This design comes from an exercise in tuning for small area on the open sky130 flow, not from production work.
No functional check of the RTL was part of any run shown here.
Power and IR drop assume default switching activity.

===== design/flow/design.v =====
module classifier_top (
  input  wire clk,
  input  wire rst_n,
  input  wire signed [3:0]  x_int4,
  input  wire signed [7:0]  w_int8,
  input  wire new_feat,
  input  wire new_class,
  input  wire [2:0] class_id,
  output reg  signed [19:0] acc20,
  output reg  signed [19:0] max_score,
  output reg  [2:0] max_class
);
  wire en1;
  c_nor2b u_en1 (new_class, new_feat, en1);
  wire nxg2;
  c_nand2 u_nxg2 (x_int4[0], en1, nxg2);
  wire nxg3;
  c_nand2 u_nxg3 (x_int4[1], en1, nxg3);
  wire nxg4;
  c_nand2 u_nxg4 (x_int4[2], en1, nxg4);
  wire nxg5;
  c_nand2 u_nxg5 (x_int4[3], en1, nxg5);
  wire xg6;
  c_inv u_xg6 (nxg5, xg6);
  wire nw7;
  c_inv u_nw7 (w_int8[0], nw7);
  wire nw8;
  c_inv u_nw8 (w_int8[1], nw8);
  wire nw9;
  c_inv u_nw9 (w_int8[2], nw9);
  wire nw10;
  c_inv u_nw10 (w_int8[3], nw10);
  wire nw11;
  c_inv u_nw11 (w_int8[4], nw11);
  wire nw12;
  c_inv u_nw12 (w_int8[5], nw12);
  wire nw13;
  c_inv u_nw13 (w_int8[6], nw13);
  wire pp14;
  c_nor2 u_pp14 (nxg2, nw7, pp14);
  wire pp15;
  c_nor2 u_pp15 (nxg2, nw8, pp15);
  wire pp16;
  c_nor2 u_pp16 (nxg2, nw9, pp16);
  wire pp17;
  c_nor2 u_pp17 (nxg2, nw10, pp17);
  wire pp18;
  c_nor2 u_pp18 (nxg2, nw11, pp18);
  wire pp19;
  c_nor2 u_pp19 (nxg2, nw12, pp19);
  wire pp20;
  c_nor2 u_pp20 (nxg2, nw13, pp20);
  wire pp21;
  c_nand2b u_pp21 (nxg2, w_int8[7], pp21);
  wire pp22;
  c_nor2 u_pp22 (nxg3, nw7, pp22);
  wire pp23;
  c_nor2 u_pp23 (nxg3, nw8, pp23);
  wire pp24;
  c_nor2 u_pp24 (nxg3, nw9, pp24);
  wire pp25;
  c_nor2 u_pp25 (nxg3, nw10, pp25);
  wire pp26;
  c_nor2 u_pp26 (nxg3, nw11, pp26);
  wire pp27;
  c_nor2 u_pp27 (nxg3, nw12, pp27);
  wire pp28;
  c_nor2 u_pp28 (nxg3, nw13, pp28);
  wire pp29;
  c_nand2b u_pp29 (nxg3, w_int8[7], pp29);
  wire pp30;
  c_nor2 u_pp30 (nxg4, nw7, pp30);
  wire pp31;
  c_nor2 u_pp31 (nxg4, nw8, pp31);
  wire pp32;
  c_nor2 u_pp32 (nxg4, nw9, pp32);
  wire pp33;
  c_nor2 u_pp33 (nxg4, nw10, pp33);
  wire pp34;
  c_nor2 u_pp34 (nxg4, nw11, pp34);
  wire pp35;
  c_nor2 u_pp35 (nxg4, nw12, pp35);
  wire pp36;
  c_nor2 u_pp36 (nxg4, nw13, pp36);
  wire pp37;
  c_nand2b u_pp37 (nxg4, w_int8[7], pp37);
  wire pp38;
  c_nand2 u_pp38 (xg6, w_int8[0], pp38);
  wire pp39;
  c_nand2 u_pp39 (xg6, w_int8[1], pp39);
  wire pp40;
  c_nand2 u_pp40 (xg6, w_int8[2], pp40);
  wire pp41;
  c_nand2 u_pp41 (xg6, w_int8[3], pp41);
  wire pp42;
  c_nand2 u_pp42 (xg6, w_int8[4], pp42);
  wire pp43;
  c_nand2 u_pp43 (xg6, w_int8[5], pp43);
  wire pp44;
  c_nand2 u_pp44 (xg6, w_int8[6], pp44);
  wire pp45;
  c_nor2b u_pp45 (nxg5, w_int8[7], pp45);
  wire ag46;
  c_nor2b u_ag46 (new_class, acc20[1], ag46);
  wire f47, f48;
  c_fa u_f47 (ag46, pp15, pp22, f47, f48);
  wire ag49;
  c_nor2b u_ag49 (new_class, acc20[2], ag49);
  wire f50, f51;
  c_fa u_f50 (ag49, pp16, pp23, f50, f51);
  wire f52, f53;
  c_fa u_f52 (pp30, f48, f50, f52, f53);
  wire ag54;
  c_nor2b u_ag54 (new_class, acc20[3], ag54);
  wire co55;
  c_nor2 u_co55 (ag54, pp17, co55);
  wire f56, f57;
  c_fa u_f56 (pp24, pp31, pp38, f56, f57);
  wire s58;
  c_xnor2 u_s58 (ag54, pp17, s58);
  wire f59, f60;
  c_fa u_f59 (s58, f51, f56, f59, f60);
  wire ag61;
  c_nor2b u_ag61 (new_class, acc20[4], ag61);
  wire f62, f63;
  c_fa u_f62 (ag61, pp18, pp25, f62, f63);
  wire i64;
  c_inv u_i64 (co55, i64);
  wire f65, f66;
  c_fa u_f65 (pp32, pp39, i64, f65, f66);
  wire f67, f68;
  c_fa u_f67 (f57, f62, f65, f67, f68);
  wire ag69;
  c_nor2b u_ag69 (new_class, acc20[5], ag69);
  wire f70, f71;
  c_fa u_f70 (ag69, pp19, pp26, f70, f71);
  wire f72, f73;
  c_fa u_f72 (pp33, pp40, f63, f72, f73);
  wire f74, f75;
  c_fa u_f74 (f70, f66, f72, f74, f75);
  wire ag76;
  c_nor2b u_ag76 (new_class, acc20[6], ag76);
  wire f77, f78;
  c_fa u_f77 (ag76, pp20, pp27, f77, f78);
  wire f79, f80;
  c_fa u_f79 (pp34, pp41, f71, f79, f80);
  wire f81, f82;
  c_fa u_f81 (f77, f73, f79, f81, f82);
  wire ag83;
  c_nor2b u_ag83 (new_class, acc20[7], ag83);
  wire co84;
  c_nor2 u_co84 (ag83, pp21, co84);
  wire f85, f86;
  c_fa u_f85 (pp28, pp35, pp42, f85, f86);
  wire s87;
  c_xnor2 u_s87 (ag83, pp21, s87);
  wire f88, f89;
  c_fa u_f88 (s87, f78, f85, f88, f89);
  wire f90, f91;
  c_fa u_f90 (f80, f88, f82, f90, f91);
  wire ag92;
  c_nor2b u_ag92 (new_class, acc20[8], ag92);
  wire f93, f94;
  c_fa u_f93 (ag92, pp29, pp36, f93, f94);
  wire i95;
  c_inv u_i95 (co84, i95);
  wire f96, f97;
  c_fa u_f96 (pp43, i95, f86, f96, f97);
  wire f98, f99;
  c_fa u_f98 (f93, f89, f96, f98, f99);
  wire ag100;
  c_nor2b u_ag100 (new_class, acc20[9], ag100);
  wire f101, f102;
  c_fa u_f101 (ag100, pp37, pp44, f101, f102);
  wire f103, f104;
  c_fa u_f103 (f94, f101, f97, f103, f104);
  wire ag105;
  c_nor2b u_ag105 (new_class, acc20[10], ag105);
  wire f106, f107;
  c_fa u_f106 (ag105, pp45, f102, f106, f107);
  wire ag108;
  c_nor2b u_ag108 (new_class, acc20[11], ag108);
  wire co109;
  c_nor2 u_co109 (ag108, f107, co109);
  wire ag110;
  c_nor2b u_ag110 (new_class, acc20[12], ag110);
  wire agn111;
  c_nand2b u_agn111 (new_class, acc20[12], agn111);
  wire co112;
  c_nand2 u_co112 (agn111, co109, co112);
  wire ag113;
  c_nor2b u_ag113 (new_class, acc20[13], ag113);
  wire co114;
  c_nor2 u_co114 (ag113, co112, co114);
  wire ag115;
  c_nor2b u_ag115 (new_class, acc20[14], ag115);
  wire agn116;
  c_nand2b u_agn116 (new_class, acc20[14], agn116);
  wire co117;
  c_nand2 u_co117 (agn116, co114, co117);
  wire ag118;
  c_nor2b u_ag118 (new_class, acc20[15], ag118);
  wire co119;
  c_nor2 u_co119 (ag118, co117, co119);
  wire ag120;
  c_nor2b u_ag120 (new_class, acc20[16], ag120);
  wire agn121;
  c_nand2b u_agn121 (new_class, acc20[16], agn121);
  wire co122;
  c_nand2 u_co122 (agn121, co119, co122);
  wire ag123;
  c_nor2b u_ag123 (new_class, acc20[17], ag123);
  wire co124;
  c_nor2 u_co124 (ag123, co122, co124);
  wire ag125;
  c_nor2b u_ag125 (new_class, acc20[18], ag125);
  wire agn126;
  c_nand2b u_agn126 (new_class, acc20[18], agn126);
  wire co127;
  c_nand2 u_co127 (agn126, co124, co127);
  wire ag128;
  c_nor2b u_ag128 (new_class, acc20[19], ag128);
  wire co129;
  c_nor2 u_co129 (ag128, co127, co129);
  wire ag130;
  c_nor2b u_ag130 (new_class, acc20[0], ag130);
  wire h131, h132;
  c_ha u_h131 (ag130, pp14, h131, h132);
  wire s133;
  c_xor2 u_s133 (f47, h132, s133);
  wire cy134;
  c_nand2 u_cy134 (f47, h132, cy134);
  wire s135;
  c_xnor2 u_s135 (f52, cy134, s135);
  wire cy136;
  c_nand2b u_cy136 (cy134, f52, cy136);
  wire i137;
  c_inv u_i137 (cy136, i137);
  wire f138, f139;
  c_fa u_f138 (f53, f59, i137, f138, f139);
  wire gp140, gp141;
  c_ha u_gp140 (f60, f67, gp140, gp141);
  wire s142;
  c_xor2 u_s142 (gp140, f139, s142);
  wire cy143;
  c_a21oi u_cy143 (gp140, f139, gp141, cy143);
  wire pn144;
  c_xnor2 u_pn144 (f68, f74, pn144);
  wire gn145;
  c_nand2 u_gn145 (f68, f74, gn145);
  wire s146;
  c_xor2 u_s146 (pn144, cy143, s146);
  wire cy147;
  c_o21ai u_cy147 (pn144, cy143, gn145, cy147);
  wire gp148, gp149;
  c_ha u_gp148 (f75, f81, gp148, gp149);
  wire s150;
  c_xor2 u_s150 (gp148, cy147, s150);
  wire cy151;
  c_a21oi u_cy151 (gp148, cy147, gp149, cy151);
  wire s152;
  c_xnor2 u_s152 (f90, cy151, s152);
  wire cy153;
  c_nand2b u_cy153 (cy151, f90, cy153);
  wire pn154;
  c_xnor2 u_pn154 (f98, f91, pn154);
  wire gn155;
  c_nand2 u_gn155 (f98, f91, gn155);
  wire s156;
  c_xor2 u_s156 (pn154, cy153, s156);
  wire cy157;
  c_o21ai u_cy157 (pn154, cy153, gn155, cy157);
  wire gp158, gp159;
  c_ha u_gp158 (f99, f103, gp158, gp159);
  wire s160;
  c_xor2 u_s160 (gp158, cy157, s160);
  wire cy161;
  c_a21oi u_cy161 (gp158, cy157, gp159, cy161);
  wire pn162;
  c_xnor2 u_pn162 (f106, f104, pn162);
  wire gn163;
  c_nand2 u_gn163 (f106, f104, gn163);
  wire s164;
  c_xor2 u_s164 (pn162, cy161, s164);
  wire cy165;
  c_o21ai u_cy165 (pn162, cy161, gn163, cy165);
  wire s166;
  c_xnor2 u_s166 (ag108, f107, s166);
  wire s167;
  c_xor2 u_s167 (s166, cy165, s167);
  wire cy168;
  c_nand2 u_cy168 (s166, cy165, cy168);
  wire s169;
  c_xnor2 u_s169 (ag110, co109, s169);
  wire s170;
  c_xor2 u_s170 (s169, cy168, s170);
  wire cy171;
  c_nor2 u_cy171 (s169, cy168, cy171);
  wire s172;
  c_xnor2 u_s172 (ag113, co112, s172);
  wire s173;
  c_xor2 u_s173 (s172, cy171, s173);
  wire cy174;
  c_nand2 u_cy174 (s172, cy171, cy174);
  wire s175;
  c_xnor2 u_s175 (ag115, co114, s175);
  wire s176;
  c_xor2 u_s176 (s175, cy174, s176);
  wire cy177;
  c_nor2 u_cy177 (s175, cy174, cy177);
  wire s178;
  c_xnor2 u_s178 (ag118, co117, s178);
  wire s179;
  c_xor2 u_s179 (s178, cy177, s179);
  wire cy180;
  c_nand2 u_cy180 (s178, cy177, cy180);
  wire s181;
  c_xnor2 u_s181 (ag120, co119, s181);
  wire s182;
  c_xor2 u_s182 (s181, cy180, s182);
  wire cy183;
  c_nor2 u_cy183 (s181, cy180, cy183);
  wire s184;
  c_xnor2 u_s184 (ag123, co122, s184);
  wire s185;
  c_xor2 u_s185 (s184, cy183, s185);
  wire cy186;
  c_nand2 u_cy186 (s184, cy183, cy186);
  wire s187;
  c_xnor2 u_s187 (ag125, co124, s187);
  wire s188;
  c_xor2 u_s188 (s187, cy186, s188);
  wire cy189;
  c_nor2 u_cy189 (s187, cy186, cy189);
  wire s190;
  c_xnor2 u_s190 (ag128, co127, s190);
  wire s191;
  c_xor2 u_s191 (s190, cy189, s191);
  wire gt192;
  c_nor2b u_gt192 (max_score[0], acc20[0], gt192);
  wire cpx193;
  c_nor2b u_cpx193 (max_score[1], acc20[1], cpx193);
  wire cpy194;
  c_nand2b u_cpy194 (acc20[1], max_score[1], cpy194);
  wire gt195;
  c_a21oi u_gt195 (cpy194, gt192, cpx193, gt195);
  wire cpx196;
  c_nand2b u_cpx196 (max_score[2], acc20[2], cpx196);
  wire cpy197;
  c_nor2b u_cpy197 (acc20[2], max_score[2], cpy197);
  wire gt198;
  c_o21ai u_gt198 (cpy197, gt195, cpx196, gt198);
  wire cpx199;
  c_nor2b u_cpx199 (max_score[3], acc20[3], cpx199);
  wire cpy200;
  c_nand2b u_cpy200 (acc20[3], max_score[3], cpy200);
  wire gt201;
  c_a21oi u_gt201 (cpy200, gt198, cpx199, gt201);
  wire cpx202;
  c_nand2b u_cpx202 (max_score[4], acc20[4], cpx202);
  wire cpy203;
  c_nor2b u_cpy203 (acc20[4], max_score[4], cpy203);
  wire gt204;
  c_o21ai u_gt204 (cpy203, gt201, cpx202, gt204);
  wire cpx205;
  c_nor2b u_cpx205 (max_score[5], acc20[5], cpx205);
  wire cpy206;
  c_nand2b u_cpy206 (acc20[5], max_score[5], cpy206);
  wire gt207;
  c_a21oi u_gt207 (cpy206, gt204, cpx205, gt207);
  wire cpx208;
  c_nand2b u_cpx208 (max_score[6], acc20[6], cpx208);
  wire cpy209;
  c_nor2b u_cpy209 (acc20[6], max_score[6], cpy209);
  wire gt210;
  c_o21ai u_gt210 (cpy209, gt207, cpx208, gt210);
  wire cpx211;
  c_nor2b u_cpx211 (max_score[7], acc20[7], cpx211);
  wire cpy212;
  c_nand2b u_cpy212 (acc20[7], max_score[7], cpy212);
  wire gt213;
  c_a21oi u_gt213 (cpy212, gt210, cpx211, gt213);
  wire cpx214;
  c_nand2b u_cpx214 (max_score[8], acc20[8], cpx214);
  wire cpy215;
  c_nor2b u_cpy215 (acc20[8], max_score[8], cpy215);
  wire gt216;
  c_o21ai u_gt216 (cpy215, gt213, cpx214, gt216);
  wire cpx217;
  c_nor2b u_cpx217 (max_score[9], acc20[9], cpx217);
  wire cpy218;
  c_nand2b u_cpy218 (acc20[9], max_score[9], cpy218);
  wire gt219;
  c_a21oi u_gt219 (cpy218, gt216, cpx217, gt219);
  wire cpx220;
  c_nand2b u_cpx220 (max_score[10], acc20[10], cpx220);
  wire cpy221;
  c_nor2b u_cpy221 (acc20[10], max_score[10], cpy221);
  wire gt222;
  c_o21ai u_gt222 (cpy221, gt219, cpx220, gt222);
  wire cpx223;
  c_nor2b u_cpx223 (max_score[11], acc20[11], cpx223);
  wire cpy224;
  c_nand2b u_cpy224 (acc20[11], max_score[11], cpy224);
  wire gt225;
  c_a21oi u_gt225 (cpy224, gt222, cpx223, gt225);
  wire cpx226;
  c_nand2b u_cpx226 (max_score[12], acc20[12], cpx226);
  wire cpy227;
  c_nor2b u_cpy227 (acc20[12], max_score[12], cpy227);
  wire gt228;
  c_o21ai u_gt228 (cpy227, gt225, cpx226, gt228);
  wire cpx229;
  c_nor2b u_cpx229 (max_score[13], acc20[13], cpx229);
  wire cpy230;
  c_nand2b u_cpy230 (acc20[13], max_score[13], cpy230);
  wire gt231;
  c_a21oi u_gt231 (cpy230, gt228, cpx229, gt231);
  wire cpx232;
  c_nand2b u_cpx232 (max_score[14], acc20[14], cpx232);
  wire cpy233;
  c_nor2b u_cpy233 (acc20[14], max_score[14], cpy233);
  wire gt234;
  c_o21ai u_gt234 (cpy233, gt231, cpx232, gt234);
  wire cpx235;
  c_nor2b u_cpx235 (max_score[15], acc20[15], cpx235);
  wire cpy236;
  c_nand2b u_cpy236 (acc20[15], max_score[15], cpy236);
  wire gt237;
  c_a21oi u_gt237 (cpy236, gt234, cpx235, gt237);
  wire cpx238;
  c_nand2b u_cpx238 (max_score[16], acc20[16], cpx238);
  wire cpy239;
  c_nor2b u_cpy239 (acc20[16], max_score[16], cpy239);
  wire gt240;
  c_o21ai u_gt240 (cpy239, gt237, cpx238, gt240);
  wire cpx241;
  c_nor2b u_cpx241 (max_score[17], acc20[17], cpx241);
  wire cpy242;
  c_nand2b u_cpy242 (acc20[17], max_score[17], cpy242);
  wire gt243;
  c_a21oi u_gt243 (cpy242, gt240, cpx241, gt243);
  wire cpx244;
  c_nand2b u_cpx244 (max_score[18], acc20[18], cpx244);
  wire cpy245;
  c_nor2b u_cpy245 (acc20[18], max_score[18], cpy245);
  wire gt246;
  c_o21ai u_gt246 (cpy245, gt243, cpx244, gt246);
  wire cpx247;
  c_nor2b u_cpx247 (acc20[19], max_score[19], cpx247);
  wire cpy248;
  c_nand2b u_cpy248 (max_score[19], acc20[19], cpy248);
  wire gt249;
  c_a21oi u_gt249 (cpy248, gt246, cpx247, gt249);
  wire upd250;
  c_nor2b u_upd250 (gt249, new_class, upd250);
  wire updn251;
  c_nand2b u_updn251 (gt249, new_class, updn251);
  wire md252;
  c_a22o u_md252 (upd250, acc20[0], updn251, max_score[0], md252);
  wire md253;
  c_a22o u_md253 (upd250, acc20[3], updn251, max_score[3], md253);
  wire md254;
  c_a22o u_md254 (upd250, acc20[6], updn251, max_score[6], md254);
  wire md255;
  c_a22o u_md255 (upd250, acc20[9], updn251, max_score[9], md255);
  wire md256;
  c_a22o u_md256 (upd250, acc20[12], updn251, max_score[12], md256);
  wire md257;
  c_a22o u_md257 (upd250, acc20[15], updn251, max_score[15], md257);
  wire md258;
  c_a22o u_md258 (upd250, acc20[18], updn251, max_score[18], md258);
  wire md259;
  c_a22o u_md259 (upd250, class_id[1], updn251, max_class[1], md259);
  wire upd260;
  c_nor2b u_upd260 (gt249, new_class, upd260);
  wire updn261;
  c_nand2b u_updn261 (gt249, new_class, updn261);
  wire md262;
  c_a22o u_md262 (upd260, acc20[1], updn261, max_score[1], md262);
  wire md263;
  c_a22o u_md263 (upd260, acc20[4], updn261, max_score[4], md263);
  wire md264;
  c_a22o u_md264 (upd260, acc20[7], updn261, max_score[7], md264);
  wire md265;
  c_a22o u_md265 (upd260, acc20[10], updn261, max_score[10], md265);
  wire md266;
  c_a22o u_md266 (upd260, acc20[13], updn261, max_score[13], md266);
  wire md267;
  c_a22o u_md267 (upd260, acc20[16], updn261, max_score[16], md267);
  wire md268;
  c_a22o u_md268 (upd260, acc20[19], updn261, max_score[19], md268);
  wire md269;
  c_a22o u_md269 (upd260, class_id[2], updn261, max_class[2], md269);
  wire upd270;
  c_nor2b u_upd270 (gt249, new_class, upd270);
  wire updn271;
  c_nand2b u_updn271 (gt249, new_class, updn271);
  wire md272;
  c_a22o u_md272 (upd270, acc20[2], updn271, max_score[2], md272);
  wire md273;
  c_a22o u_md273 (upd270, acc20[5], updn271, max_score[5], md273);
  wire md274;
  c_a22o u_md274 (upd270, acc20[8], updn271, max_score[8], md274);
  wire md275;
  c_a22o u_md275 (upd270, acc20[11], updn271, max_score[11], md275);
  wire md276;
  c_a22o u_md276 (upd270, acc20[14], updn271, max_score[14], md276);
  wire md277;
  c_a22o u_md277 (upd270, acc20[17], updn271, max_score[17], md277);
  wire md278;
  c_a22o u_md278 (upd270, class_id[0], updn271, max_class[0], md278);
  wire [19:0] acc_d = {s191, s188, s185, s182, s179, s176, s173, s170, s167, s164, s160, s156, s152, s150, s146, s142, f138, s135, s133, h131};
  wire [19:0] max_d = {md268, md258, md277, md267, md257, md276, md266, md256, md275, md265, md255, md274, md264, md254, md273, md263, md253, md272, md262, md252};
  wire [2:0] cls_d = {md269, md259, md278};
  always @(posedge clk or negedge rst_n) begin
    if (!rst_n) begin
      acc20     <= 20'd0;
      max_score <= 20'd0;
      max_class <= 3'd0;
    end else begin
      acc20     <= acc_d;
      max_score <= max_d;
      max_class <= cls_d;
    end
  end
endmodule
module c_a21oi (input a1, input a2, input b1, output y);
  assign y = ~((a1 & a2) | b1);
endmodule
module c_a22o (input a1, input a2, input b1, input b2, output y);
  assign y = (a1 & a2) | (b1 & b2);
endmodule
module c_fa (input a, input b, input c, output s, output co);
  assign s = a ^ b ^ c;
  assign co = (a & b) | (a & c) | (b & c);
endmodule
module c_ha (input a, input b, output s, output co);
  assign s = a ^ b;
  assign co = a & b;
endmodule
module c_inv (input a, output y);
  assign y = ~a;
endmodule
module c_nand2 (input a, input b, output y);
  assign y = ~(a & b);
endmodule
module c_nand2b (input an, input b, output y);
  assign y = an | ~b;
endmodule
module c_nor2 (input a, input b, output y);
  assign y = ~(a | b);
endmodule
module c_nor2b (input a, input bn, output y);
  assign y = ~a & bn;
endmodule
module c_o21ai (input a1, input a2, input b1, output y);
  assign y = ~((a1 | a2) & b1);
endmodule
module c_xnor2 (input a, input b, output y);
  assign y = ~(a ^ b);
endmodule
module c_xor2 (input a, input b, output y);
  assign y = a ^ b;
endmodule

===== design/flow/flow/run.sh =====
#!/bin/bash
# The standard layout (standard.sh) with two changes to how the layout is made:
#  - the port buffers that buffer_ports inserts are sky130_fd_sc_hd__buf_1;
#  - after the standard synthesis (run unchanged), combinational cells that synthesis
#    upsized are set back to their smallest drive strength (downsize.tcl); the floorplan's
#    timing repair and the later repair steps upsize again wherever timing needs it.
# Each tool's output goes to its own log file here.
set -euo pipefail
export BUFFER_PORTS_ARGS="-buffer_cell sky130_fd_sc_hd__buf_1"
export CTS_ARGS="-sink_clustering_enable -repair_clock_nets -dont_use_dummy_load -buf_list sky130_fd_sc_hd__clkbuf_8 -root_buf sky130_fd_sc_hd__clkbuf_8 -sink_clustering_size 25"
bash standard.sh synth > synth.log 2>&1
export RESULTS=orfs/results/sky130hd/classifier_top/base
openroad -no_init -exit flow/downsize.tcl > downsize.log 2>&1
bash standard.sh finish > standard_flow.log 2>&1

===== design/flow/flow/downsize.tcl =====
# Set every combinational cell of the synthesized netlist to its smallest-area variant of
# the same function (e.g. nor2b_4 -> nor2b_1). Registers, buffers and tie cells are kept.
set results $::env(RESULTS)
read_db $results/1_synth.odb
read_liberty $::env(FLOW_HOME)/platforms/sky130hd/lib/sky130_fd_sc_hd__tt_025C_1v80.lib
set db [ord::get_db]
set block [[$db getChip] getBlock]
set n 0
foreach inst [$block getInsts] {
  set m [[$inst getMaster] getName]
  if {![regexp {^sky130_fd_sc_hd__([a-z0-9]+)_([0-9]+)$} $m -> base size]} { continue }
  if {[regexp {^(df|edf|sdf|dl|buf|clkbuf|clkdly|dlygate|dlymetal|conb|tap|fill|decap|diode|lpflow|probe)} $base]} { continue }
  set best $m
  set best_area [[$inst getMaster] getWidth]
  foreach s {0 1 2} {
    set cand "sky130_fd_sc_hd__${base}_$s"
    set cm [$db findMaster $cand]
    if {$cm == "NULL" || $cand == $m} { continue }
    if {[get_lib_cells -quiet $cand] == ""} { continue }
    if {[$cm getWidth] < $best_area} {
      set best $cand
      set best_area [$cm getWidth]
    }
  }
  if {$best != $m} {
    puts "[$inst getName]: $m -> $best"
    replace_cell [$inst getName] $best
    incr n
  }
}
puts "downsized $n cells"
write_db $results/1_synth.odb

===== design/flow/standard.sh =====
#!/bin/bash
# synth_recipe.tcl (not shown) runs the flow's synth.tcl, then flattens the netlist and writes it again
# the make line also repeats each setting of config.mk as NAME=value (left out here)
make -C /OpenROAD-flow-scripts/flow DESIGN_CONFIG=/design/flow/config.mk WORK_HOME=/design/flow/orfs CLKGATE_MAP_FILE= SYNTH_SCRIPT=/design/flow/synth_recipe.tcl "${@:-finish}"

===== design/flow/config.mk =====
export PLATFORM = sky130hd
export DESIGN_NAME = classifier_top
export DESIGN_NICKNAME = classifier_top
export VERILOG_FILES = /design/flow/design.v
export SDC_FILE = /design/flow/constraint.sdc
export NUM_CORES = 4
export LEC_CHECK = 0
export CAP_MARGIN = 20
export CORE_MARGIN = 2
export CORE_UTILIZATION = 40
export GPL_TIMING_DRIVEN = 0
export SLEW_MARGIN = 20
export SYNTH_HIERARCHICAL = 1
export SYNTH_MINIMUM_KEEP_SIZE = 0

===== design/flow/constraint.sdc =====
create_clock -name core_clock -period 6.5 [get_ports {clk}]
set_input_delay 1.3000 -clock core_clock [delete_from_list [all_inputs] [get_ports {clk}]]
set_output_delay 1.3000 -clock core_clock [all_outputs]
set_load 0.01 [all_outputs]

==> summary.txt, run 1 <==
Floorplanning
  • Starting Density: 40.87%
  • Die area: 8033 µm²
  • Chip width: 89.63 µm
  • Placement row count: 31
  • I/O pin count: 62
  • Die Span Y: 89.63 µm
  • Core Box Area: 7176 µm²

Place
  • Dpl cells: 453
  • Placer congestion estimate: 0.7490
  • Place WS: 0.1270 ns
  • Hpwl dp: 4.851 mm
  • Input/output buffers: 61
  • Post-placement cell area: 3308 µm²

Timing
  • Number of setup violations in the final report: 0
  • Smallest setup slack after layout: 0.5243 ns
  • Max_slew headroom: 44.88%
  • Final Hold Vio Count: 0
  • Fmax: 167.3 MHz
  • Worst Max-Slew Pin Slew: 0.8251 ns
  • Crit path time final: 5.976 ns
  • Final Skew: 0.003394 ns
  • RSZ-0062 raised after global routing: no
  • Max Slew Vio Count: 0
  • Final worst-path cycle share: 91.93%
  • Final setup TNS: 0 ns
  • Hold WS: 0.4992 ns

Finish
  • Layout cells sized above 1: 2.228%
  • Final instance area: 3379 µm²
  • Ant. Diodes: 0
  • FILL cells: 694
  • Syn-to-layout area delta: 15.23%
  • Nets: 408
  • Post-Layout Cell Count: 458

Clock tree
  • Worst-skew pair later-pin latency: 0.29 ns
  • Clk slew on worst S/H paths: 0.08 ns
  • Clock sink count: 43
  • Root buffer cell: clkbuf_8
  • CTS Buffer Depth: 2
  • CTS tree: yes
  • Setup Fix Bufs, Post-CTS: 0
  • Hold_buf cts: 0
  • Total CTS buffers: 5
  • Htree depth: 2

Critical path
  • CP top delay family: simple AND/OR/NAND/NOR gates
  • R2R cell count: 20
  • WP buf/inv: 2
  • Data required, critical path: 6.72 ns
  • Reg2reg end: acc20[19]
  • Crit path launch type: primary input
  • Worst setup EP type: flop
  • CP max FO: 31
  • WP data arrival: 6.20 ns
  • Crit path kind: primary input to flop
  • CP max-delay cell: fa_1
  • CP most frequent cell: nor2_1
  • Worst R2R Setup Slack: 1.79 ns
  • FF-to-FF Start: acc20[4]
  • Max incr delay on CP: 0.45 ns

Pwr
  • Switching pwr: 673.9 µW
  • Cell Pwr Density: 452.5 nW/µm²
  • Sequential share of power: 34.2%
  • P_leak: 1.455 nW
  • Clock power frac: 10.0%
  • Comb power frac: 55.8%
  • Pint: 855.2 µW
  • VDD IR max: 0.1707 mV
  • Sw frac: 44.07%

Detailed routing
  • Avg WL per Cell: 13.87 µm
  • DRC errors left: 0
  • Drt total wl: 6.353 mm
  • Vias: 2214
  • Pre-antenna DRT Iters: 6
  • Routed Antenna Nets: 0
  • Number of vias per cell: 4.834
  • Iter 0 DRT Violations: 65

Synthesis
  • Synth Net Count: 339
  • Synthesis Warnings: 7
  • Avg Cell Area, Syn: 10.04 µm²
  • Synthesized area: 2933 µm²
  • Post-Syn Instances: 292

Worst hold path
  • Hold path depth: 1
  • Worst Hold Class: flop to flop
  • End of the worst hold path: max_class[2]
  • Min-delay src: max_class[2]

Run status
  • Outcome: complete, no violations

Global routing
  • Vias in the first global route: 2172
  • Initial antenna violation count: 0
  • First-pass GRT wire length: 10.58 mm
  • Grt ovf: 0
  • Largest net degree at the start of global routing: 32
  • GRT Total Usage: 17.38%

Run
  • Max-capacitance violation count: 0
## placed cells by master, fill, tap and decap left out
cell type	instances
buf_1	59
nor2b_1	45
dfrtp_1	43
nand2b_1	31
nor2_1	31
fa_1	24
nand2_1	23
a22o_1	23
xnor2_1	16
xor2_1	16
a21oi_1	13
o21ai_1	12
inv_1	11
clkbuf_8	5
ha_1	4
clkbuf_4	1
buf_2	1
buf_12	1
## metal layers
metal | vias to the layer above | global-route usage, % | routed length, µm
met2 | 37 | 29.21 | 3091
met5 | - | 0 | 0
met4 | 0 | 4.478 | 78
met3 | 7 | 2.651 | 189
met1 | 1089 | 23.61 | 2994
li1 | 1081 | - | -
## registers in the layout, indices dropped and copies added (netlist names)
signal,cells
max_class,3
max_score,20
acc20,20
## metrics by stage
stage / total power, mW / util [%]
3_5_place_dp: 1.392 / 46.10
3_3_place_gp: 1.370 / 45.79
6_report: 1.529 / 47.10
4_1_cts: 1.554 / 47.06
2_1_floorplan: 1.139 / -
5_1_grt: 1.685 / 47.10
## final cells by class
| type | count | area [µm²] | share of cell area (%) |
|---|---|---|---|
| flip-flops and latches | 43 | 1076 | 31.84 |
| inverters | 11 | 41.29 | 1.222 |
| repair buffers | 62 | 254.0 | 7.516 |
| clock buffers | 5 | 68.82 | 2.036 |
| multi-input cells | 238 | 1815 | 53.72 |
| well taps | 99 | 123.9 | 3.665 |
## power by group through the flow
stage          Sequential (mW)  Clock [mW]  Combinational [mW]
2_1_floorplan            0.554           0               0.585
3_3_place_gp             0.524           0               0.846
3_5_place_dp             0.528           0               0.864
4_1_cts                  0.526       0.159               0.868
5_1_grt                  0.549       0.169               0.967
6_report                 0.523       0.153               0.853
## timing repair
| item | 4_1_cts | 5_1_grt |
|---|---|---|
| endpoints found under the hold margin | 0 | 0 |
| setup endpoints to repair | 0 | 1 |
| gates resized for setup | 0 | 1 |
## how the worst max path moves through the flow
stage          startpoint         to  slack [ns]  depth (start not counted)
2_1_floorplan    new_feat  acc20[19]        1.15                         24
3_3_place_gp    new_class  acc20[19]       -0.41                         25
3_5_place_dp    new_class  acc20[19]        0.13                         23
4_1_cts         new_class  acc20[19]        0.42                         23
5_1_grt         new_class  acc20[19]       0.006                         25
6_report        new_class  acc20[19]        0.52                         25
==> run 2: changes to the inputs <==
--- a/design/flow/flow/run.sh
+++ b/design/flow/flow/run.sh
@@ -9,3 +9,3 @@
 export BUFFER_PORTS_ARGS="-buffer_cell sky130_fd_sc_hd__buf_1"
-export CTS_ARGS="-sink_clustering_enable -repair_clock_nets -dont_use_dummy_load -buf_list sky130_fd_sc_hd__clkbuf_8 -root_buf sky130_fd_sc_hd__clkbuf_8 -sink_clustering_size 25"
+export CTS_ARGS="-sink_clustering_enable -repair_clock_nets -dont_use_dummy_load -buf_list sky130_fd_sc_hd__clkbuf_16 -root_buf sky130_fd_sc_hd__clkbuf_16 -sink_clustering_size 50 -sink_clustering_max_diameter 500"
 bash standard.sh synth > synth.log 2>&1
==> run 2 against run 1 <==
Sequential power about the same. Largest power group unchanged. Cell count is the same. Critical path depth unchanged. Die area unchanged. Power up 4.8%. Clock power up 48%. Global-route usage rose by 0.19 points. Sequential share of layout area down 0.54 points. Synthesized area unchanged. Wire length about the same. Non-clock buffer count unchanged. Critical endpoint unchanged. Hold slack got worse by 0.0049 ns.
==> summary.txt, run 2 <==
Run
  • Max-capacitance violation count: 0

Timing
  • Max Slew Vio Count: 0
  • Number of setup violations in the final report: 0
  • Fmax: 169.5 MHz
  • Final Hold Vio Count: 0
  • Final Skew: 0.003237 ns
  • Hold WS: 0.4943 ns
  • Smallest setup slack after layout: 0.6005 ns
  • Crit path time final: 5.899 ns
  • Max_slew headroom: 41.39%
  • Final setup TNS: 0 ns
  • Final worst-path cycle share: 90.76%
  • Worst Max-Slew Pin Slew: 0.8774 ns
  • RSZ-0062 raised after global routing: no

Critical path
  • Crit path launch type: primary input
  • Worst R2R Setup Slack: 1.79 ns
  • Crit path kind: primary input to flop
  • Reg2reg end: acc20[19]
  • FF-to-FF Start: acc20[4]
  • Worst setup EP type: flop
  • R2R cell count: 20
  • Data required, critical path: 6.71 ns
  • WP data arrival: 6.10 ns
  • CP max FO: 31

Clock tree
  • Clock sink count: 43
  • Worst-skew pair later-pin latency: 0.28 ns
  • CTS tree: yes
  • Total CTS buffers: 5
  • Hold_buf cts: 0
  • Htree depth: 2
  • Root buffer cell: clkbuf_16
  • Clk slew on worst S/H paths: 0.05 ns
  • CTS Buffer Depth: 2

Finish
  • Final instance area: 3438 µm²
  • Commonest cells after routing, fill and taps aside: buf_1 (59), nor2b_1 (44), dfrtp_1 (43), nand2b_1 (31), nor2_1 (31)
  • Ant. Diodes: 0
  • FILL cells: 694
  • Nets: 408
  • Layout cells sized above 1: 2.507%
  • Syn-to-layout area delta: 17.24%
  • Post-Layout Cell Count: 458
  • Top flop regs: acc20 (20), max_score (20), max_class (3)
  • Commonest non-fill, non-tap cell in the layout: buf_1

Pwr
  • Comb power frac: 53.3%
  • Clock power frac: 14.1%
  • Sequential share of power: 32.6%
  • Sw frac: 42.44%
  • Cell Pwr Density: 466.1 nW/µm²
  • Switching pwr: 680.3 µW
  • VDD IR max: 0.1591 mV
  • Pint: 922.5 µW
  • P_leak: 1.482 nW

Floorplanning
  • Core Box Area: 7176 µm²
  • Placement row count: 31
  • Chip width: 89.63 µm
  • Starting Density: 40.87%
  • Die area: 8033 µm²
  • I/O pin count: 62
  • Die Span Y: 89.63 µm

Global routing
  • Largest net degree at the start of global routing: 32
  • GRT Total Usage: 17.57%
  • Vias in the first global route: 2174
  • First-pass GRT wire length: 10.61 mm
  • Grt ovf: 0
  • Initial antenna violation count: 0

Place
  • Hpwl dp: 4.851 mm
  • Post-placement cell area: 3308 µm²
  • Place WS: 0.1270 ns
  • Dpl cells: 453
  • Placer congestion estimate: 0.7490
  • Input/output buffers: 61

Worst hold path
  • End of the worst hold path: max_class[2]
  • Min-delay src: max_class[2]
  • Worst Hold Class: flop to flop
  • Hold path depth: 1

Detailed routing
  • Pre-antenna DRT Iters: 4
  • Avg WL per Cell: 13.86 µm
  • Number of vias per cell: 4.810
  • DRC errors left: 0
  • Vias: 2203
  • Routed Antenna Nets: 0
  • Iter 0 DRT Violations: 86
  • Drt total wl: 6.347 mm

Synthesis
  • Synth Net Count: 339
  • Synthesis Warnings: 7
  • Synthesized area: 2933 µm²
  • Avg Cell Area, Syn: 10.04 µm²
  • Post-Syn Instances: 292

Run status
  • Outcome: complete, no violations
-- run 2: layout make-up --
cell class	instances	area [µm²]	area share, %
inverter	11	41.29	1.201
timing repair buffer	62	254.0	7.387
multi-input combinational	238	1818	52.87
clock buffer	5	125.1	3.639
tap	99	123.9	3.603
sequential	43	1076	31.30
-- run 2: worst max path at each step --
| stage | cells after the start | slack (ns) | endpoint | start |
|---|---|---|---|---|
| detailed placement | 23 | 0.13 | acc20[19] | new_class |
| floorplan | 24 | 1.15 | acc20[19] | new_feat |
| CTS | 23 | 0.40 | acc20[19] | new_class |
| finish | 25 | 0.60 | acc20[19] | new_class |
| global placement | 25 | -0.41 | acc20[19] | new_class |
| global route | 25 | 0.08 | acc20[19] | new_class |
-- run 2: what timing repair did --
item                                    4_1_cts  5_1_grt
endpoints found under the setup margin        0        1
setup buffers                                 0        0
resized for setup                             0        2
-- run 2: worst max-delay path: stages --
cell and delay (ns):
clkbuf_4 0.26, nor2b_2 0.23, nand2_1 0.23, nor2_1 0.18, fa_1 0.45, fa_1 0.54
nand2b_1 0.07, inv_1 0.06, fa_1 0.20, a21oi_1 0.10, o21ai_1 0.22, a21oi_1 0.13
nand2b_1 0.20, o21ai_1 0.23, a21oi_1 0.13, o21ai_1 0.24, nand2_1 0.12, nor2_1 0.18
nand2_1 0.11, nor2_1 0.19, nand2_1 0.11, nor2_1 0.19, nand2_1 0.11, nor2_1 0.15
xor2_1 0.14
-- run 2: metal layers --
layer  up-vias  track usage [%]  routed length, µm
li1       1081                -                  -
met1      1077            24.11               3061
met2        38            28.68               3017
met3         7            2.925                184
met4         0            5.292                 85
met5         -                0                  0
-- run 2: power by group through the flow --
stage | sequential (mW) | clock, mW | combinational, mW
2_1_floorplan | 0.554 | 0 | 0.585
3_3_place_gp | 0.524 | 0 | 0.846
5_1_grt | 0.550 | 0.244 | 0.968
3_5_place_dp | 0.528 | 0 | 0.864
6_report | 0.523 | 0.226 | 0.854
4_1_cts | 0.526 | 0.234 | 0.869
-- run 2: metrics by stage --
step	total power [mW]	util, %
after floorplan	1.139	-
final	1.603	47.92
after global routing	1.762	47.92
after global placement	1.370	45.79
after CTS	1.629	47.85
after detailed placement	1.392	46.10

separate check: timing with driven ports:
The flow's constraints put no driver on any port. The routed layouts listed below were extracted and timed again, unchanged, in two steps. Step 1, drivers: a clkbuf_16 drives clk and a buf_2 each remaining input, both assumed. Step 2, shift: input delay + t, output delay - t, t = (earliest + latest rising clock arrival at the registers) / 2. This alone moves slack from input paths to output paths. a / b / c = ideal ports / drivers / drivers and shift; a / b = the first two.
run | shift t [ns] | setup slack, ns | worst hold slack (ns) | worst setup path after step 2
run 1 | 0.318 | 0.524 / 0.525 / 0.207 | 0.499 / 0.499 / 0.499 | input to register
run 2 | 0.307 | 0.601 / 0.604 / 0.297 | 0.494 / 0.494 / 0.494 | input to register
After both steps every run listed still meets setup and hold. For run 1, which loses most, drivers alone change the setup slack by +0.001 ns; drivers and shift together by -0.317 ns.
